This is an optimization exercise on Yosys and OpenROAD, whose aim is small area and a short achievable clock period, not a production implementation.
RTL that was checked went through simulation tests only; none was proved equivalent to the original.
Power and IR drop assume default switching activity.

Design simple_debug, start of the top module:
module simple_debug(
   input wire [15:0] data_i,
   output wire [15:0] data_o,
   input wire [24:0] addr_i,
   input wire read_i,
   input wire write_i,
   input wire [1:0] cs_i,
   input wire clk_i,
   input wire reset_i,
   input wire irq_i,
   output wire irq_o,
   output wire [4:0] leds_o
);
Settings: LEC_CHECK=0, CAP_MARGIN=20, CORE_MARGIN=2, CORE_UTILIZATION=40, CTS_CLUSTER_DIAMETER=100, CTS_CLUSTER_SIZE=24, PLACE_DENSITY=0.88, SETUP_SLACK_MARGIN=1.2, SLEW_MARGIN=20, SYNTH_HIERARCHICAL=1; clock period 3.0 ns.
run.sh (not shown) runs the stock make flow with config.mk's settings and CLKGATE_MAP_FILE= SYNTH_SCRIPT=/design/flow/synth_recipe.tcl, a recipe that flattens the netlist after the stock synthesis.
==> next run, changes <==
--- a/flow/config.mk
+++ b/flow/config.mk
@@ -8,8 +8,8 @@
 export CAP_MARGIN = 20
 export CORE_MARGIN = 2
-export CORE_UTILIZATION = 40
+export CORE_UTILIZATION = 55
 export CTS_CLUSTER_DIAMETER = 100
 export CTS_CLUSTER_SIZE = 24
-export PLACE_DENSITY = 0.88
+export PLACE_DENSITY = 0.8
 export SETUP_SLACK_MARGIN = 1.2
 export SLEW_MARGIN = 20
After rerunning: Power rose by 0.38%. Wire length is about the same. Core utilization increases by 21 points. Hold slack loses 0.10 ns. Register-to-register slack got worse by 0.08 ns. Setup slack is better by 0.11 ns. Global-route usage rises by 8.4 points.


Another version of the RTL of simple_debug (not shown whole).
For scale: about 1100 cells after synthesis, roughly 70 I/O pins.
export LEC_CHECK = 0
export CAP_MARGIN = 20
export CORE_MARGIN = 2
export CORE_UTILIZATION = 40
export CTS_BUF_LIST = sky130_fd_sc_hd__clkbuf_4 sky130_fd_sc_hd__clkbuf_8
export SLEW_MARGIN = 20
export SYNTH_HIERARCHICAL = 1
create_clock -name core_clock -period 3.0 [get_ports {clk_i}]
The first run finished clean.
==> next run, changes <==
Settings changed: CTS_BUF_LIST sky130_fd_sc_hd__clkbuf_4 sky130_fd_sc_hd__clkbuf_8 to unset.
Routed wire length is about the same; hold slack is better by 0.050 ns; cell area stays flat; clock-buffer cell count went down by 70; sequential share of layout area went down by 0.18 points; die area does not change; combinational power stays flat; via count went down by 0.70%; critical path depth stays the same; area after synthesis is unchanged; non-clock buffer count stays the same.
No functional check of the RTL was part of any run of this note.


Another version of the RTL of simple_debug (not shown whole).
Size in the first run: roughly 570 flip-flops, about 70 I/O pins, about 20,000 sq um of cells after synthesis.
Settings: LEC_CHECK=0, ABC_CLOCK_PERIOD_IN_PS=800, CAP_MARGIN=20, CORE_MARGIN=2, CORE_UTILIZATION=40, CTS_CLUSTER_DIAMETER=100, CTS_CLUSTER_SIZE=24, SETUP_SLACK_MARGIN=1.2, SLEW_MARGIN=20, SYNTH_HIERARCHICAL=1; clock period 3.0 ns.
The starting point completed with no timing, DRC or antenna violations.
Then changed:
--- a/flow/config.mk
+++ b/flow/config.mk
@@ -10,6 +10,4 @@
 export CORE_MARGIN = 2
 export CORE_UTILIZATION = 40
-export CTS_CLUSTER_DIAMETER = 100
-export CTS_CLUSTER_SIZE = 24
 export SETUP_SLACK_MARGIN = 1.2
 export SLEW_MARGIN = 20
What happened: Routed wire length climbs by 0.73%. Non-clock buffer count is lower by 21. Clock power increases by 75%. Cell count is higher by 1.9%.
Then changed:
--- a/flow/config.mk
+++ b/flow/config.mk
@@ -6,5 +6,4 @@
 export NUM_CORES = 4
 export LEC_CHECK = 0
-export ABC_CLOCK_PERIOD_IN_PS = 800
 export CAP_MARGIN = 20
 export CORE_MARGIN = 2
After rerunning:
- The new run finished with timing, DRC and antenna clean
- wire length does not change
- design area does not change
- combinational power is about the same
- count of clock-buffer cells in the layout stays the same
- synthesized area does not change
- core utilization does not change
- total power does not change
- worst hold slack does not change
No functional check of the RTL was part of any run of this note.


## job 887
Another version of the RTL of simple_debug (not shown whole).
Size in the first run: roughly 1,300 cells after synthesis, about 570 flip-flops, ~0.021 mm^2 of cells after synthesis.
clock: 3.0 ns
lec_check: 0
cap_margin: 20
core_margin: 2
core_utilization: 40
cts_cluster_diameter: 100
cts_cluster_size: 24
place_density: 0.68
setup_slack_margin: 1.3
slew_margin: 20
synth_hierarchical: 1
standard.sh (not shown) runs the stock make flow with config.mk's settings and CLKGATE_MAP_FILE= SYNTH_SCRIPT=/design/flow/synth_recipe.tcl, a recipe that flattens the netlist after the stock synthesis.
==> flow/flow/run.sh <==
#!/bin/bash
# The standard layout, with the port buffers inserted as buf_2 cells
# instead of the default delay-cell buffers, and gate resizing not limited
# to cells of the same footprint. The whole make output goes to
# standard.log; each ORFS step also writes its own log under orfs/logs.
set -euo pipefail
bash standard.sh "BUFFER_PORTS_ARGS=-buffer_cell sky130_fd_sc_hd__buf_2" MATCH_CELL_FOOTPRINT=0 finish > standard.log 2>&1
--- input diff job 887..job 1036 ---
- PLACE_DENSITY now 0.72, was 0.68
- SETUP_SLACK_MARGIN now 1.2, was 1.3
==> flow/flow/run.sh <==
#!/bin/bash
# The standard layout, with the port buffers inserted as buf_2 cells
# instead of the default delay-cell buffers. The whole make output goes to
# standard.log; each ORFS step also writes its own log under orfs/logs.
set -euo pipefail
bash standard.sh "BUFFER_PORTS_ARGS=-buffer_cell sky130_fd_sc_hd__buf_2" finish > standard.log 2>&1
- All of job 887 and job 1036 finish clean.
- Job 887 and job 1036 ended up with roughly the same switching power as a share of total power.
- Against job 887, standby leakage power in job 1036 fell by a little under 10%.
- Taking job 1036 over job 887, the number of filler instances in the final layout ratio works out to 1.06.
- On sequential cell power, job 887 and job 1036 are basically level.
- Looking only at combinational power share, and setting everything else aside, the lower value of job 887 and job 1036 goes to job 1036.
- Total inserted antenna cells ended up 1 lower on job 1036 than on job 887.
- Maximum clock frequency, job 1036 vs job 887: up by a few percent
What job 8756 does differently from job 1036 at the input level:
- PLACE_DENSITY now 0.68, was 0.72
==> flow/flow/run.sh <==
#!/bin/bash
# The standard layout, with the port buffers inserted as buf_2 cells
# instead of the default delay-cell buffers, and gate resizing not limited
# to cells of the same footprint. The whole make output goes to
# standard.log; each ORFS step also writes its own log under orfs/logs.
set -euo pipefail
bash standard.sh "BUFFER_PORTS_ARGS=-buffer_cell sky130_fd_sc_hd__buf_2" MATCH_CELL_FOOTPRINT=0 finish > standard.log 2>&1
## What came out
Job 8756 ran to completion and came out clean on the timing, design-rule and antenna checks.
Job 1036 did not stop at any stage, and its layout met the timing, design-rule and antenna checks.
Power density normalized to cell area (job 8756 vs. job 1036) decreases slightly
Summary — global-route usage, job 8756 relative to job 1036: higher, by 1.4 points.
The global routing met3 resource utilization number comes out higher for job 1036 vs job 8756.
Comparing job 1036 and job 8756, the lower pin count of the biggest net entering global routing is on job 8756.
Here is what was changed in the inputs of job 5291 compared with job 8756.
==> flow/flow/run.sh <==
#!/bin/bash
# The standard layout, with the port buffers inserted as buf_2 cells
# instead of the default delay-cell buffers. The whole make output goes to
# standard.log; each ORFS step also writes its own log under orfs/logs.
set -euo pipefail
bash standard.sh "BUFFER_PORTS_ARGS=-buffer_cell sky130_fd_sc_hd__buf_2" finish > standard.log 2>&1
Notes after the runs:
Against job 8756, job 5291 comes in 0.031 higher on routability-driven placement congestion ratio.
Taking job 8756 as the reference, in job 5291 cell count went down 7, least setup slack across all paths after layout went down 0.036 ns, met1 global-route usage went down 1.9 points.
| signal arrival time at the worst endpoint | higher: job 5291 |
Against job 8756, job 5291 comes in 2.1 points lower on growth of design area from synthesis to finish.
Routed wire length (lower): job 5291
Function was not checked in any run of this note: the RTL went through the layout flow alone.

==> re-timing with driven ports <==
No port has a modelled driver above. Below, the same layouts with a new extraction and two added sets of constraints.
Step 1: set_driving_cell puts a clkbuf_16 on clk_i and a buf_2 on each other input, an assumption about the parent block.
Step 2 times the ports against the registers' clock, not the clock port: input delays grow and output delays shrink by t, the midpoint of the rising clock arrivals with the driver on.
Three values: ideal ports, drivers, drivers and shift; two values: the first two.
run | t (ns) | setup WS [ns] | latest minus earliest clock arrival (ns) | worst register clock-pin slew, ns | worst slew at a driven data input, ns
the first run of note 1 | 0.643 | 0.930 / 0.943 / 0.301 | 0.026 / 0.025 | 0.11 / 0.11 | 0.06
the second run of note 1 | 0.634 | 1.044 / 1.059 / 0.425 | 0.028 / 0.028 | 0.11 / 0.11 | 0.06
the first run of note 2 | 0.714 | 0.057 / 0.057 / 0.057 | 0.042 / 0.043 | 0.07 / 0.07 | 0.06
the second run of note 2 | 0.669 | 0.087 / 0.087 / 0.087 | 0.023 / 0.023 | 0.07 / 0.07 | 0.06
the first run of note 3 | 0.632 | 0.538 / 0.539 / -0.093 | 0.032 / 0.032 | 0.10 / 0.10 | 0.08
the second run of note 3 | 0.654 | 0.583 / 0.597 / -0.057 | 0.032 / 0.032 | 0.06 / 0.06 | 0.07
the third run of note 3 | 0.654 | 0.583 / 0.597 / -0.057 | 0.032 / 0.032 | 0.06 / 0.06 | 0.07
job 887 | 0.649 | 1.065 / 1.047 / 0.397 | 0.040 / 0.041 | 0.10 / 0.10 | 0.07
job 1036 | 0.649 | 1.165 / 1.121 / 0.472 | 0.032 / 0.032 | 0.11 / 0.11 | 0.10
job 8756 | 0.644 | 1.124 / 1.108 / 0.464 | 0.033 / 0.032 | 0.10 / 0.10 | 0.07
job 5291 | 0.631 | 1.088 / 1.097 / 0.466 | 0.024 / 0.024 | 0.10 / 0.10 | 0.07
Met with ideal ports but missed after step 2: setup timing in the first run of note 3, the second run of note 3 and the third run of note 3. For job 1036, which loses most, drivers alone change the setup slack by -0.044 ns; drivers and shift together by -0.693 ns.
